From an optimization exercise on the open Yosys and OpenROAD flow, aimed at small area; shortcuts taken in it are not production practice. The RTL was checked by simulation tests, not by an equivalence proof against the original design. No activity file was given, so power comes from the tool's default toggle rates.

File: flow/config.mk
export PLATFORM = sky130hd
export DESIGN_NAME = axi4_straddle_convertor
export DESIGN_NICKNAME = axi4_straddle_convertor
export VERILOG_FILES = /design/flow/design.v
export SDC_FILE = /design/flow/constraint.sdc
export NUM_CORES = 8
export LEC_CHECK = 0
export CAP_MARGIN = 20
export CORE_MARGIN = 2
export CORE_UTILIZATION = 40
export SLEW_MARGIN = 20
File: flow/constraint.sdc
create_clock -name core_clock -period 6.0 [get_ports {ACLK}]
set_input_delay 1.2000 -clock core_clock [delete_from_list [all_inputs] [get_ports {ACLK}]]
set_output_delay 1.2000 -clock core_clock [all_outputs]
set_load 0.01 [all_outputs]
File: flow/design.v
module axi4_straddle_convertor #
(
    parameter integer AXI_TUSER_L        = 161,
    parameter integer BUFFER_SIZE        = 4
)
(
    input wire                                  ACLK,
    input wire                                  ARESETN,
    input wire [AXI_TUSER_L-1:0]               S_AXIS_TUSER,
    input wire [511:0]                         S_AXIS_TDATA,
    input wire [15:0]                          S_AXIS_TKEEP,
    input wire                                 S_AXIS_TLAST,
    input wire                                 S_AXIS_TVALID,
    output wire                                S_AXIS_TREADY,
    output wire [AXI_TUSER_L-1:0]              M_AXIS_TUSER,
    output wire [511:0]                        M_AXIS_TDATA,
    output wire [15:0]                         M_AXIS_TKEEP,
    output wire                                M_AXIS_TLAST,
    output wire                                M_AXIS_TVALID,
    input wire                                 M_AXIS_TREADY,
    output reg [1:0]                                error_invalid_state
);
reg [511:0] data0_reg [0:BUFFER_SIZE-1];
reg [15:0]  keep0_reg [0:BUFFER_SIZE-1];
reg [511:0] data1_reg [0:BUFFER_SIZE-1];
reg [15:0]  keep1_reg [0:BUFFER_SIZE-1];
reg [$clog2(BUFFER_SIZE)-1:0] write_ptr0, read_ptr0;
reg [$clog2(BUFFER_SIZE)-1:0] write_ptr1, read_ptr1;
reg [1:0] buffer0_lanes_valid;
reg [1:0] buffer1_lanes_valid;
reg illegal_sop_encountered;
reg illegal_eop_encountered;
reg buffer1_full, buffer1_empty;
reg buffer0_full, buffer0_empty;
reg [1:0] tlp_active;
reg [1:0] tlp_active_next;
reg [1:0] tlp_active_current;
reg old_tlp;
reg old_tlp_current;
reg [BUFFER_SIZE-1:0] buffer0_eop;
reg [BUFFER_SIZE-1:0] buffer1_eop;
reg reading_from_buffer0;   
reg output_is_sop;   
reg [3:0] byte_lane_tracker;
reg [3:0] byte_lane_tracker_next;
reg [3:0] byte_lane_tracker_current;
reg [3:0] is_eop_delayed;
reg [15:0] keep0_masked;
reg [15:0] keep1_masked;
reg [15:0] mask0, mask1;
wire [3:0]  is_sop;
wire [3:0]  is_eop;
wire [1:0]  is_sop0_ptr, is_sop1_ptr;
wire [3:0]  is_eop0_ptr, is_eop1_ptr;
wire discontinue;
assign is_sop = (AXI_TUSER_L == 161) ? S_AXIS_TUSER[67:64] : 4'b0001;
assign is_eop = (AXI_TUSER_L == 161) ? S_AXIS_TUSER[79:76] : 4'b0001;
assign is_sop0_ptr = (AXI_TUSER_L == 161) ? S_AXIS_TUSER[69:68] : 2'b00;
assign is_sop1_ptr = (AXI_TUSER_L == 161) ? S_AXIS_TUSER[71:70] : 2'b00;
assign is_eop0_ptr = (AXI_TUSER_L == 161) ? S_AXIS_TUSER[83:80] : 2'b00;
assign is_eop1_ptr = (AXI_TUSER_L == 161) ? S_AXIS_TUSER[87:84] : 2'b00;
assign discontinue = (AXI_TUSER_L == 161) ? S_AXIS_TUSER[96] : 1'b0;
assign S_AXIS_TREADY = !buffer0_full && !buffer1_full;
wire [$clog2(BUFFER_SIZE)-1:0] next_write_ptr0 = (write_ptr0 == BUFFER_SIZE - 1) ? 0 : write_ptr0 + 1;
wire [$clog2(BUFFER_SIZE)-1:0] next_write_ptr1 = (write_ptr1 == BUFFER_SIZE - 1) ? 0 : write_ptr1 + 1;
wire [$clog2(BUFFER_SIZE)-1:0] next_next_write_ptr0 = (next_write_ptr0 == BUFFER_SIZE - 1) ? 0 : next_write_ptr0 + 1;
wire [$clog2(BUFFER_SIZE)-1:0] next_next_write_ptr1 = (next_write_ptr1 == BUFFER_SIZE - 1) ? 0 : next_write_ptr1 + 1;
wire buffer0_would_be_full = (next_write_ptr0 == read_ptr0);
wire buffer1_would_be_full = (next_write_ptr1 == read_ptr1);
wire buffer0_next_would_be_full = (next_next_write_ptr0 == read_ptr0);
wire buffer1_next_would_be_full = (next_next_write_ptr1 == read_ptr1);
reg buffer0_lane0_filled;
reg buffer1_lane0_filled;
wire buffer0_has_data = (write_ptr0 != read_ptr0);
wire buffer1_has_data = (write_ptr1 != read_ptr1);
wire actual_read_from_buffer0 = buffer0_has_data && (!buffer1_has_data || reading_from_buffer0);
assign M_AXIS_TVALID = buffer0_has_data || buffer1_has_data;
assign M_AXIS_TDATA = actual_read_from_buffer0 ? data0_reg[read_ptr0] : data1_reg[read_ptr1];
assign M_AXIS_TKEEP = actual_read_from_buffer0 ? keep0_reg[read_ptr0] : keep1_reg[read_ptr1];
assign M_AXIS_TLAST = actual_read_from_buffer0 ? buffer0_eop[read_ptr0] : buffer1_eop[read_ptr1];
reg [3:0] output_eop_ptr;
reg [AXI_TUSER_L-1:0] output_tuser;
always @(*) begin
    output_eop_ptr = 4'b0000;
    if (M_AXIS_TKEEP[15]) output_eop_ptr = 4'd15;
    else if (M_AXIS_TKEEP[14]) output_eop_ptr = 4'd14;
    else if (M_AXIS_TKEEP[13]) output_eop_ptr = 4'd13;
    else if (M_AXIS_TKEEP[12]) output_eop_ptr = 4'd12;
    else if (M_AXIS_TKEEP[11]) output_eop_ptr = 4'd11;
    else if (M_AXIS_TKEEP[10]) output_eop_ptr = 4'd10;
    else if (M_AXIS_TKEEP[9]) output_eop_ptr = 4'd9;
    else if (M_AXIS_TKEEP[8]) output_eop_ptr = 4'd8;
    else if (M_AXIS_TKEEP[7]) output_eop_ptr = 4'd7;
    else if (M_AXIS_TKEEP[6]) output_eop_ptr = 4'd6;
    else if (M_AXIS_TKEEP[5]) output_eop_ptr = 4'd5;
    else if (M_AXIS_TKEEP[4]) output_eop_ptr = 4'd4;
    else if (M_AXIS_TKEEP[3]) output_eop_ptr = 4'd3;
    else if (M_AXIS_TKEEP[2]) output_eop_ptr = 4'd2;
    else if (M_AXIS_TKEEP[1]) output_eop_ptr = 4'd1;
    else output_eop_ptr = 4'd0;
    if (AXI_TUSER_L == 161) begin
        output_tuser = {161{1'b0}};
        output_tuser[64] = output_is_sop;   
        output_tuser[76] = M_AXIS_TLAST;    
        output_tuser[83:80] = output_eop_ptr;   
    end else begin
        output_tuser = {AXI_TUSER_L{1'b0}};
    end
end
assign M_AXIS_TUSER = output_tuser&{AXI_TUSER_L{M_AXIS_TVALID}};
always @(*) begin
    keep0_masked = S_AXIS_TKEEP;
    keep1_masked = S_AXIS_TKEEP;
    mask0 = S_AXIS_TKEEP & ((16'h1 << (is_eop0_ptr + 1)) - 1);
    mask1 = S_AXIS_TKEEP & ((16'h1 << (is_eop1_ptr + 1)) - 1);
    if (S_AXIS_TVALID && S_AXIS_TREADY) begin
        if (tlp_active_current[0] && !tlp_active_next[0]) begin
            keep0_masked = (is_eop[0]&&(!old_tlp_current)) ? mask0 : mask1;
        end
        if (tlp_active_current[1] && !tlp_active_next[1]) begin
            keep1_masked = (is_eop[1]&&old_tlp_current) ? mask0 : mask1;
        end
    end
end
always @(*) begin
    tlp_active_next            = tlp_active;
    tlp_active_current         = tlp_active;
    byte_lane_tracker_current  = byte_lane_tracker;
    byte_lane_tracker_next     = byte_lane_tracker;
    old_tlp_current            = old_tlp;
    illegal_sop_encountered    = 1'b0;
    illegal_eop_encountered    = 1'b0;
    if (S_AXIS_TVALID && S_AXIS_TREADY) begin
        casez ({is_sop[1:0],tlp_active})
            4'b11??:begin
                tlp_active_current        = 2'b11;
                byte_lane_tracker_current = 4'b1001;
                old_tlp_current           = 1'b0;
            end
            4'b0100:begin
                tlp_active_current        = 2'b01;  
                byte_lane_tracker_current = (is_sop0_ptr == 2'b00) ? 4'b0011 : 4'b0010;
                old_tlp_current           = 1'b0;
            end
            4'b0101:begin
                tlp_active_current        = 2'b11;  
                byte_lane_tracker_current = (is_sop0_ptr == 2'b00) ? 4'b0110 : 4'b1001;
                old_tlp_current           = 1'b0;
            end
            4'b0110:begin
                tlp_active_current        = 2'b11;  
                byte_lane_tracker_current = (is_sop0_ptr == 2'b00) ? 4'b1001 : 4'b0110;
                old_tlp_current           = 1'b1;
            end
            4'b00??:begin
                tlp_active_current        = tlp_active;
                byte_lane_tracker_current = byte_lane_tracker;
                old_tlp_current           = old_tlp;
            end
            default:begin
                tlp_active_current        = tlp_active;
                byte_lane_tracker_current = byte_lane_tracker;
                old_tlp_current           = old_tlp;
                illegal_sop_encountered   = 1'b1;
            end
        endcase
        casez ({is_eop[1:0],tlp_active_current})
            4'b1111:begin
                tlp_active_next           = 2'b00;
                byte_lane_tracker_next    = 4'b0000;
            end
            4'b0111:begin
                tlp_active_next           = (!old_tlp_current)? 2'b10 : 2'b01;  
                byte_lane_tracker_next    = (!old_tlp_current)? 4'b1100 : 4'b0011;
            end
            4'b0101:begin
                tlp_active_next           = 2'b00;  
                byte_lane_tracker_next    = 4'b0000;  
            end
            4'b0110:begin
                tlp_active_next           = 2'b00;  
                byte_lane_tracker_next    = 4'b0000;
            end
            4'b00??:begin
                tlp_active_next           = tlp_active_current;
                byte_lane_tracker_next    = byte_lane_tracker_current;
            end
            default:begin
                tlp_active_next           = tlp_active_current;
                byte_lane_tracker_next    = byte_lane_tracker_current;
                illegal_eop_encountered   = 1'b1;
            end
        endcase 
    end
end
always @(posedge ACLK) begin
    if (!ARESETN) begin
        write_ptr0 <= 0;
        read_ptr0  <= 0;
        write_ptr1 <= 0;
        read_ptr1  <= 0;
        buffer0_lanes_valid <= 2'b00;
        buffer1_lanes_valid <= 2'b00;
        tlp_active        <= 2'b00;
        byte_lane_tracker <= 4'b0000;
        is_eop_delayed    <= 4'b0000;
        buffer0_full      <= 0;
        buffer0_empty     <= 1;
        buffer1_full      <= 0;
        buffer1_empty     <= 1;
        old_tlp           <= 0;
        buffer0_eop <= {BUFFER_SIZE{1'b0}};
        buffer1_eop <= {BUFFER_SIZE{1'b0}};
        buffer0_lane0_filled <= 0;
        buffer1_lane0_filled <= 0;
        reading_from_buffer0 <= 1;   
        output_is_sop <= 1;   
        error_invalid_state  <= 2'b00;
    end else begin
        is_eop_delayed <= (S_AXIS_TVALID)? is_eop : 4'b1111;
        old_tlp        <= old_tlp_current;
        tlp_active        <= S_AXIS_TREADY? tlp_active_next : tlp_active_current;
        byte_lane_tracker <= S_AXIS_TREADY? byte_lane_tracker_next : byte_lane_tracker_current;
        if (S_AXIS_TVALID && S_AXIS_TREADY) begin
            error_invalid_state <= error_invalid_state |{illegal_sop_encountered, illegal_eop_encountered};
        end
        if (S_AXIS_TVALID && S_AXIS_TREADY) begin
            if (tlp_active_current[0]) begin
                case (byte_lane_tracker_current[1:0])
                    2'b01: begin  
                        if (!buffer0_lane0_filled) begin
                            buffer0_lane0_filled <= 1;
                            data0_reg[write_ptr0][255:0] <= S_AXIS_TDATA[255:0];
                            keep0_reg[write_ptr0][7:0] <= keep0_masked[7:0];
                        keep0_reg[write_ptr0][15:8] <= 8'h00;
                        end else begin
                            buffer0_lane0_filled <= 0;
                            data0_reg[write_ptr0][511:256] <= S_AXIS_TDATA[255:0];
                            keep0_reg[write_ptr0][15:8] <= keep0_masked[7:0];
                        end
                    end
                    2'b10: begin  
                        if (!buffer0_lane0_filled) begin
                            buffer0_lane0_filled <= 1;
                            data0_reg[write_ptr0][255:0] <= S_AXIS_TDATA[511:256];
                            keep0_reg[write_ptr0][7:0] <= keep0_masked[15:8];
                        keep0_reg[write_ptr0][15:8] <= 8'h00;
                        end else begin
                            buffer0_lane0_filled <= 0;
                            data0_reg[write_ptr0][511:256] <= S_AXIS_TDATA[511:256];
                            keep0_reg[write_ptr0][15:8] <= keep0_masked[15:8];
                        end
                    end
                    2'b11: begin  
                        if (!buffer0_lane0_filled) begin
                            buffer0_lane0_filled <= 0;
                            data0_reg[write_ptr0][255:0] <= S_AXIS_TDATA[255:0];
                            data0_reg[write_ptr0][511:256] <= S_AXIS_TDATA[511:256];
                            keep0_reg[write_ptr0][7:0] <= keep0_masked[7:0];
                            keep0_reg[write_ptr0][15:8] <= keep0_masked[15:8];
                        end else begin
                            buffer0_lane0_filled <= 1;
                            data0_reg[write_ptr0][511:256] <= S_AXIS_TDATA[255:0];
                            data0_reg[next_write_ptr0][255:0] <= S_AXIS_TDATA[511:256];
                            keep0_reg[write_ptr0][15:8] <= keep0_masked[7:0];
                            keep0_reg[next_write_ptr0][7:0] <= keep0_masked[15:8];
                            keep0_reg[next_write_ptr0][15:8] <= 8'h00;
                        end
                    end
                    default: begin  
                        buffer0_lane0_filled <= buffer0_lane0_filled;
                    end
                endcase
                if (tlp_active_current[0] && !tlp_active_next[0]) begin
                    if (byte_lane_tracker_current[1] && buffer0_lane0_filled && byte_lane_tracker_current[0]) begin
                        buffer0_eop[next_write_ptr0] <= 1'b1;
                    end else begin
                        buffer0_eop[write_ptr0] <= 1'b1;
                    end
                end else begin
                    buffer0_eop[write_ptr0] <= 1'b0;
                end
                if (tlp_active_current[0] && !tlp_active_next[0]) begin
                    write_ptr0 <= next_write_ptr0;
                    buffer0_lane0_filled <= 0;
                end else begin
                    casez({buffer0_lane0_filled, byte_lane_tracker_current[1:0]})
                        3'b11?: write_ptr0 <= next_write_ptr0;
                        3'b1?1: write_ptr0 <= next_write_ptr0;
                        3'b?11: write_ptr0 <= next_write_ptr0;
                        default: write_ptr0 <= write_ptr0;
                    endcase
                end
            end
            if (tlp_active_current[1]) begin
                case (byte_lane_tracker_current[3:2])
                    2'b01: begin  
                        if (!buffer1_lane0_filled) begin
                            buffer1_lane0_filled <= 1;
                            data1_reg[write_ptr1][255:0] <= S_AXIS_TDATA[255:0];
                            keep1_reg[write_ptr1][7:0] <= keep1_masked[7:0];
                        keep1_reg[write_ptr1][15:8] <= 8'h00;
                        end else begin
                            buffer1_lane0_filled <= 0;
                            data1_reg[write_ptr1][511:256] <= S_AXIS_TDATA[255:0];
                            keep1_reg[write_ptr1][15:8] <= keep1_masked[7:0];
                        end
                    end
                    2'b10: begin  
                        if (!buffer1_lane0_filled) begin
                            buffer1_lane0_filled <= 1;
                            data1_reg[write_ptr1][255:0] <= S_AXIS_TDATA[511:256];
                            keep1_reg[write_ptr1][7:0] <= keep1_masked[15:8];
                        keep1_reg[write_ptr1][15:8] <= 8'h00;
                        end else begin
                            buffer1_lane0_filled <= 0;
                            data1_reg[write_ptr1][511:256] <= S_AXIS_TDATA[511:256];
                            keep1_reg[write_ptr1][15:8] <= keep1_masked[15:8];
                        end
                    end
                    2'b11: begin  
                        if (!buffer1_lane0_filled) begin
                            buffer1_lane0_filled <= 0;
                            data1_reg[write_ptr1][255:0] <= S_AXIS_TDATA[255:0];
                            data1_reg[write_ptr1][511:256] <= S_AXIS_TDATA[511:256];
                            keep1_reg[write_ptr1][7:0] <= keep1_masked[7:0];
                            keep1_reg[write_ptr1][15:8] <= keep1_masked[15:8];
                        end else begin
                            buffer1_lane0_filled <= 1;
                            data1_reg[write_ptr1][511:256] <= S_AXIS_TDATA[255:0];
                            data1_reg[next_write_ptr1][255:0] <= S_AXIS_TDATA[511:256];
                            keep1_reg[write_ptr1][15:8] <= keep1_masked[7:0];
                            keep1_reg[next_write_ptr1][7:0] <= keep1_masked[15:8];
                            keep1_reg[next_write_ptr1][15:8] <= 8'h00;
                        end
                    end
                    default: begin  
                        buffer1_lane0_filled <= buffer1_lane0_filled;
                    end
                endcase
                if (tlp_active_current[1] && !tlp_active_next[1]) begin
                    if (byte_lane_tracker_current[3] && buffer1_lane0_filled && byte_lane_tracker_current[2]) begin
                        buffer1_eop[next_write_ptr1] <= 1'b1;
                    end else begin
                        buffer1_eop[write_ptr1] <= 1'b1;
                    end
                end else begin
                    buffer1_eop[write_ptr1] <= 1'b0;
                end
                if (tlp_active_current[1] && !tlp_active_next[1]) begin
                    write_ptr1 <= next_write_ptr1;
                    buffer1_lane0_filled <= 0;
                end else begin
                    casez({buffer1_lane0_filled, byte_lane_tracker_current[3:2]})
                        3'b11?: write_ptr1 <= next_write_ptr1;
                        3'b1?1: write_ptr1 <= next_write_ptr1;
                        3'b?11: write_ptr1 <= next_write_ptr1;
                        default: write_ptr1 <= write_ptr1;
                    endcase
                end
            end
        end
        if (M_AXIS_TVALID && M_AXIS_TREADY) begin
            if (actual_read_from_buffer0) begin
                read_ptr0 <= read_ptr0 + 1;
                if (buffer0_eop[read_ptr0] && buffer1_has_data) begin
                    reading_from_buffer0 <= 0;
                end
                if (buffer0_eop[read_ptr0]) begin
                    output_is_sop <= 1;
                end else begin
                    output_is_sop <= 0;
                end
            end else begin
                read_ptr1 <= read_ptr1 + 1;
                if (buffer1_eop[read_ptr1] && buffer0_has_data) begin
                    reading_from_buffer0 <= 1;
                end
                if (buffer1_eop[read_ptr1]) begin
                    output_is_sop <= 1;
                end else begin
                    output_is_sop <= 0;
                end
            end
        end
        buffer0_empty <= (write_ptr0 == read_ptr0) && (buffer0_lanes_valid == 2'b00);
        buffer0_full  <= buffer0_would_be_full || (buffer0_lane0_filled && buffer0_next_would_be_full);
        buffer1_empty <= (write_ptr1 == read_ptr1) && (buffer1_lanes_valid == 2'b00);
        buffer1_full  <= buffer1_would_be_full || (buffer1_lane0_filled && buffer1_next_would_be_full);
    end
end
endmodule
File: flow/run.sh
#!/bin/bash
# synth_recipe.tcl (not shown) runs the flow's synth.tcl, then flattens the netlist and writes it again
# the make line also repeats each setting of config.mk as NAME=value (left out here)
make -C /OpenROAD-flow-scripts/flow DESIGN_CONFIG=/design/flow/config.mk WORK_HOME=/design/flow/orfs CLKGATE_MAP_FILE= SYNTH_SCRIPT=/design/flow/synth_recipe.tcl finish
==> run notes <==
vias in the first global route 113k; Sw Ratio 31.5%; global route total overflow 0; first-pass detailed-route iteration total 6; WL final 605000 um; WL met3 34500 um; DP Worst Slack 418 ps; Hold Path Stages 2; # resized after CTS 0; adder-cell share of the synthesized area 0.150%; Top Ports 1388; multi-input logic area 0.0664 mm^2; Die X 711 um; Peak VDD IR 0.522 mV; post-synthesis mux area share 26.5%; largest family of logic cells by synthesized area multiplexers; Final Setup Violations 0; Yosys reg bits 4259; Fill cells 42.5k; DR vias/cell 5.59; Final Hold Vio Count 0; Core Area 0.498 mm^2; Yosys cell types 86; largest buffer count on any clock path 4; critical path peak fanout 38; Max-cap violations 0; RSZ-0062 raised after global routing false; Synthesis Warnings 1; H-tree levels 5; GRT Resource Usage Total 23.4%; CP Class reg2out; DRC violations left 0; DP Wirelength 401000 um; Peak Freq 174 MHz; EDFF count, synth 4160; antenna violations before repair 109; Clk pwr share 31.4%; FF-to-FF path depth 10; Main synth FF type edfxtp_1; Synth Area per Inst 16.5 um^2; Layout Cells excl Fill 20.0k; first-pass GRT wire length 862000 um; sequential power share 37.6%; Seq/Total Area, Yosys 63.4%; Pleak 80.0 nW; wl on met1 250000 um; worst-margin pin slew 1130 ps; pin count of the biggest net entering global routing 115; Simple-Gate Fraction of Synth Area 5.15%; routability cong. 0.834; Syn Inst Count 12.1k; placed insts 19.2k; Worst Path Required 4800 ps; Fin Clk Skew 98.8 ps; area grow syn2layout 17.2%; Synth Area in XOR/XNOR 0.0569%; P_int 60.9 mW; CTS Sinks 4259; Final Worst Setup Slack 255 ps; IO buf count 1084; ys async rst share 0%; DRT iter0 DRCs 9951; fin nets 13.7k; Worst Setup Start Kind flip-flop; Gate power share 31.0%; Final Cycle Share 95.7%; Die Y 711 um; CTS root buf clkbuf_16; routed vias 112k; switching power 28.0 mW; uppermost routed layer met5; Final ANT Viol Nets 0; WL per Instance 30.2 um; post-CTS setup buffer count 0; layout cell share with drive strength beyond 1 33.5%; WP data arrival 4540 ps; minimum clock period 5740 ps; outcome timing/DRC/antenna clean; Hold Crit Class reg2reg; die area 0.506 mm^2; CTS tree yes; max-slew violation count 0; met2 wire len 300000 um; most common cell after layout, fill and taps aside edfxtp_1; Clock transition at path regs 60 ps; CP endpoint kind primary output; Syn Std Cell Area 0.200 mm^2; Relative slew margins 24.3%; Initial Util 40.2%; PD cells 379 mW/mm^2; Rows 259; post-synthesis compound-gate area fraction 0.963%; Register Area 0.127 mm^2; hold_buf cts 0; clock latency on the worst-skew pair 1070 ps; commonest cells after routing, fill and taps aside edfxtp_1 (4160), nand2_1 (2381), mux2_2 (1632); CTS Buf Count 450
[synthesized netlist by cell type, types with 7 or more instances]
master | number | area [um^2]
dfxtp_1 | 99 | 1980
buf_2 | 149 | 746
nand4_1 | 9 | 56.3
a21oi_1 | 80 | 400
o21ai_0 | 93 | 465
nor2b_1 | 15 | 93.8
clkbuf_1 | 577 | 2170
a31oi_1 | 10 | 62.6
nand3_1 | 21 | 105
mux2i_1 | 89 | 891
mux2_4 | 525 | 7880
buf_1 | 174 | 653
o22a_1 | 12 | 105
nor3_1 | 18 | 90.1
buf_4 | 410 | 3080
and2_1 | 31 | 194
a211oi_1 | 12 | 90.1
edfxtp_1 | 4160 | 125000
mux2_1 | 175 | 1970
ha_1 | 24 | 300
xor2_1 | 7 | 61.3
and3_1 | 8 | 50.1
mux4_2 | 1058 | 23800
inv_1 | 21 | 78.8
nand2b_1 | 16 | 100
nand2_1 | 2396 | 8990
nor2_1 | 60 | 225
a21boi_0 | 8 | 60.1
a22oi_1 | 11 | 82.6
mux2_2 | 1632 | 18400
buf_6 | 81 | 912
o21a_1 | 8 | 60.1
[worst paths after layout]
path | start | to | slack, ps
setup reg to reg | tlp_active[0]$_SDFF_PN0_ | data0_reg[3][121]$_DFFE_PP_ | 1640
setup / recovery | write_ptr0[0]$_SDFFE_PN0P_ | M_AXIS_TDATA[335] | 260
hold / removal | buffer1_eop[2]$_SDFFE_PN0P_ | buffer1_eop[2]$_SDFFE_PN0P_ | 480
hold reg to reg | buffer1_eop[2]$_SDFFE_PN0P_ | buffer1_eop[2]$_SDFFE_PN0P_ | 480
[area by class of cell]
cell class              instances  area share (%)
well taps                    6655            3.55
clock buffers                 529            4.96
flip-flops and latches       4259            54.1
diodes                         39          0.0416
inverters                      21          0.0336
multi-input cells            6598            28.3
repair buffers               1632            7.69
clock inverters               293            1.28
[critical path, cell delays in order, from the launching register on]
cell	delay, ps
dfxtp_1	560
xor2_1	210
nand2b_1	280
and2_4	730
buf_12	290
buf_4	260
nand2_1	60
nand2_1	370
clkdlybuf4s50_1	650
[routing by layer]
metal | GRT usage [%] | vias up
met3 | 3.51 | 881
met1 | 30.9 | 59400
met4 | 7.46 | 32
met2 | 39.6 | 3890
li1 | - | 47700
met5 | 0 | -
[stage by stage]
stage               cell area [um^2]  TNS [ps]  util [%]  hold WS, ps  power (mW)
finish                        235000         0      47.1          477        88.9
global route                  234000         0      47.1          495        91.9
CTS                           234000         0      47.1          475        89.7
detailed placement            220000         0      44.1          461        61.9
global placement              220000         0      44.1          448        61.9
floorplan                     201000  -1643600         -          432        47.9
[cell families (layout without fill, tap and decap cells)]
family / Yosys count / count (layout)
adders and majority gates: 24 / 24
other: 2 / 196
AOI/OAI and AO/OA: 300 / 300
muxes: 3480 / 3480
xor gates and xnor gates: 13 / 13
buffers and inverters: 1412 / 2475
and+or+nand+nor: 2624 / 2624
DFF: 4259 / 4259
[power by group through the flow]
stage	combinational (mW)	clock [mW]	sequential, mW
floorplan	14.0	0	33.9
global placement	27.8	0	34.1
detailed placement	27.8	0	34.1
CTS	27.9	28.4	33.4
global route	28.9	29.5	33.5
finish	27.6	27.9	33.4

==> separate check: timing with driven ports <==
How much do the figures lean on ideal ports? The routed layout below was timed once more, with nothing changed but the port constraints. Step 1: set_driving_cell puts a clkbuf_16 on ACLK and a buf_2 on each other input, an assumption about the parent block. Step 2 adds t to the input delays and takes it off the output delays; t is the mean of the earliest and latest rising clock arrival at the registers after step 1. Input paths then give back, and output paths get back, about the clock's delay inside the block. Slacks: ideal ports / drivers / drivers and shift; pairs: ideal ports / drivers.
t (ns): 1.128
slack for setup (ns): 0.255 / 0.130 / 0.298
worst setup path at the end: input to register
After both steps this run still meets setup and hold. For this run, drivers alone change the setup slack by -0.125 ns; drivers and shift together by +0.043 ns.
